Source: an optimization exercise on an open RTL-to-GDS flow (aim: small area and a short achievable clock period). Production flows keep margins and buffers that such runs may drop. In this exercise RTL edits were held to simulation tests only and were not proved equivalent to the original. No activity file was given, so power comes from the tool's default toggle rates.

run A:
// Circuit4
module Circuit4(Rst, clk, a, b, c, z, x);
  parameter KLT = 0;    
  parameter KSUM = 0;   
  input clk, Rst;
  input [63:0] a, b, c;
  output reg [31:0] z, x;
  wire [63:0] gab = a & b, pab = a ^ b;
  wire [63:0] gac = a & c, pac = a ^ c;
  wire [63:0] gbc = ~b & c, pbc = ~(b ^ c);    
  wire [31:0] gf = a[31:0] & ~b[31:0];         
  wire [31:0] pf = ~pab[31:0];
  wire [63:0] cab, cac, cbc;
  wire [32:0] sab, sac;
  wire [31:0] cf;
  Prefix #(.W(64), .KIND(KLT)) u_ab (.P(pab), .G(gab), .CO(cab));
  Prefix #(.W(64), .KIND(KLT)) u_ac (.P(pac), .G(gac), .CO(cac));
  Prefix #(.W(64), .KIND(KLT)) u_bc (.P(pbc), .G(gbc), .CO(cbc));
  Prefix #(.W(32), .KIND(KSUM)) u_f (.P(pf), .G({gf[31:1], gf[0] | pf[0]}), .CO(cf));
  wire [32:0] d = pab[32:0] ^ {cab[31:0], 1'b0};
  wire [32:0] e = pac[32:0] ^ {cac[31:0], 1'b0};
  wire [31:0] f = pf ^ {cf[30:0], 1'b1};
  wire dEQe = &pbc;
  wire dLTe = cab[63] ^ cac[63] ^ cbc[63];
  wire [32:0] g = dLTe ? d : e;
  wire [31:0] h = dEQe ? d[31:0] : f;
  reg [32:0] greg;
  reg [31:0] hreg;
  reg rstd;
  wire run = ~(Rst | rstd);
  wire xsh = run & dLTe, xkeep = run & ~dLTe;
  wire zsh = run & dEQe, zkeep = run & ~dEQe;
  always @(posedge clk) begin
    greg <= g;
    hreg <= h;
    rstd <= Rst;
  ...
Size: ~1900 cells after synthesis, ~260 I/O pins, roughly 11000 um2 of cells after synthesis.
Settings: LEC_CHECK=0, CAP_MARGIN=20, CORE_MARGIN=2, CORE_UTILIZATION=40, SETUP_SLACK_MARGIN=4.0, SLEW_MARGIN=20, TNS_END_PERCENT=0; clock period 7.0 ns.
standard.sh (not shown) runs the stock make flow with config.mk's settings and CLKGATE_MAP_FILE= SYNTH_SCRIPT=/design/flow/synth_recipe.tcl, a recipe that flattens the netlist after the stock synthesis.
==> flow/flow/run.sh <==
#!/bin/bash
# The standard ORFS layout (standard.sh), with:
#  - synthesis by flow/synth.tcl: the standard script with abc run on
#    flow/abc.script and no full/half-adder extraction;
#  - port buffers of sky130_fd_sc_hd__buf_1 (every input and output port
#    still gets its own buffer);
#  - clock tree synthesis without dummy loads.
# Each tool's full output is in orfs/logs/...; make's own output in make.log.
set -euo pipefail
here=$(pwd)
export MY_ABC_SCRIPT=$here/flow/abc.script
export MY_ABC_D=3000
export BUFFER_PORTS_ARGS="-buffer_cell sky130_fd_sc_hd__buf_1"
export CTS_ARGS="-sink_clustering_enable -repair_clock_nets -dont_use_dummy_load"
bash standard.sh SYNTH_SCRIPT=$here/flow/synth.tcl finish > make.log 2>&1
==> flow/flow/abc.script <==
strash
dch -f
map
topo
buffer -c
stime -c
upsize -c
dnsize -c
==> flow/flow/synth.tcl <==
# The standard synthesis script (synth_recipe.tcl), with two changes made
# by overriding Yosys commands before ORFS's synth.tcl runs:
#  - abc uses the mapping script flow/abc.script (the ORFS call and its
#    liberty, dont_use and constraint arguments are otherwise unchanged);
#  - extract_fa is skipped, so adders stay as plain gates for abc to map.
# Registers, their names and cell types are the same as the standard flow's.
proc synth {args} { yosys synth -nofsm -noshare {*}$args }
proc abc {args} {
  set i [lsearch -exact $args -script]
  lset args [expr {$i + 1}] $::env(MY_ABC_SCRIPT)
  set j [lsearch -exact $args -D]
  if { $j >= 0 } {
    lset args [expr {$j + 1}] $::env(MY_ABC_D)
  } else {
    lappend args -D $::env(MY_ABC_D)
  }
  yosys abc {*}$args
}
proc extract_fa {args} { puts "extract_fa skipped" }
source $::env(SCRIPTS_DIR)/synth.tcl
# left out here: clear keep_hierarchy, flatten, clean up, hide names made inside functions, write 1_2_yosys.v
Input-level comparison between run B and run A:
- changing SETUP_SLACK_MARGIN from 4.0 to 3.7
==> flow/flow/abc.script <==
strash
balance
rewrite
refactor
balance
rewrite -z
refactor -z
balance
dch -f
map -D 1000
topo
buffer -c
stime -c
upsize -c -D 1000
dnsize -c -D 1000
Run B -> run A: count of input and output buffers flat. Taking run A as the reference, in run B total power moved down; maximum frequency decreased 6.2%; via count -844; initial core utilization did not really move. Diff run A -> run B: sequential power barely changed; instance count on the critical path climbed 2.
What run C does differently from run B at the input level:
- changing CORE_UTILIZATION from 40 to 60
==> flow/flow/abc.script <==
strash
dch -f
map
topo
buffer -c
stime -c
upsize -c
dnsize -c
==> summary.txt <==
- Every run in the comparison, run B and run C, completed the flow with a clean layout.
- Compare run B and run C | shortest clock period the worst path allows after layout lower: run C
- Sort run B and run C by cell area after synthesis, ascending, and run B comes first.
- Per the comparison of run C with run B, core utilization picked up an extra 31 points; overall routed net length saw an increase; number of antenna violations at the first check in global routing went down.
Setup changes, run C to run D
- CORE_UTILIZATION now 40, was 60
- SETUP_SLACK_MARGIN now 3.4, was 3.7
Notes after the runs:
- Run D | status: complete | timing, DRC, antenna: pass
- Multi-input logic area: run D vs run C down about 7%
- Measured against run D, the final area of run C comes out at 1.08 times the reference value.
- In the metrics for run D and run C, the one carrying the higher layout net count is run C.
- Max power consumption across run D and run C: run C
- ~same worst hold slack in run D and run C
- Summary of the comparison: global-route usage over all layers is lower in run D, relative to run C.
- Of the two values seen for last element of the critical path, x[15] was produced by run C and z[16] by run D.
- Higher post-DP HPWL goes to run D over run C.

[static timing again, ports no longer ideal]
The flow's constraints put no driver on any port. The routed layouts listed below were extracted and timed again, unchanged, in two steps.
Step 1: set_driving_cell puts a clkbuf_16 on clk and a buf_2 on each other input, an assumption about the parent block.
Step 2, shift: input delay + t, output delay - t, t = (earliest + latest rising clock arrival at the registers) / 2. This alone moves slack from input paths to output paths.
Slacks: ideal ports / drivers / drivers and shift; pairs: ideal ports / drivers.
| run | t (ns) | slack for setup (ns) | worst setup path at the end |
|---|---|---|---|
| run A | 0.493 | 3.639 / 3.627 / 3.133 | input to register |
| run B | 0.448 | 3.417 / 3.421 / 2.973 | input to register |
| run C | 0.446 | 3.447 / 3.464 / 3.018 | input to register |
| run D | 0.436 | 3.428 / 3.428 / 2.992 | input to register |
After both steps setup and hold are still met in every run listed. For run A, which loses most, drivers alone change the setup slack by -0.012 ns; drivers and shift together by -0.506 ns.
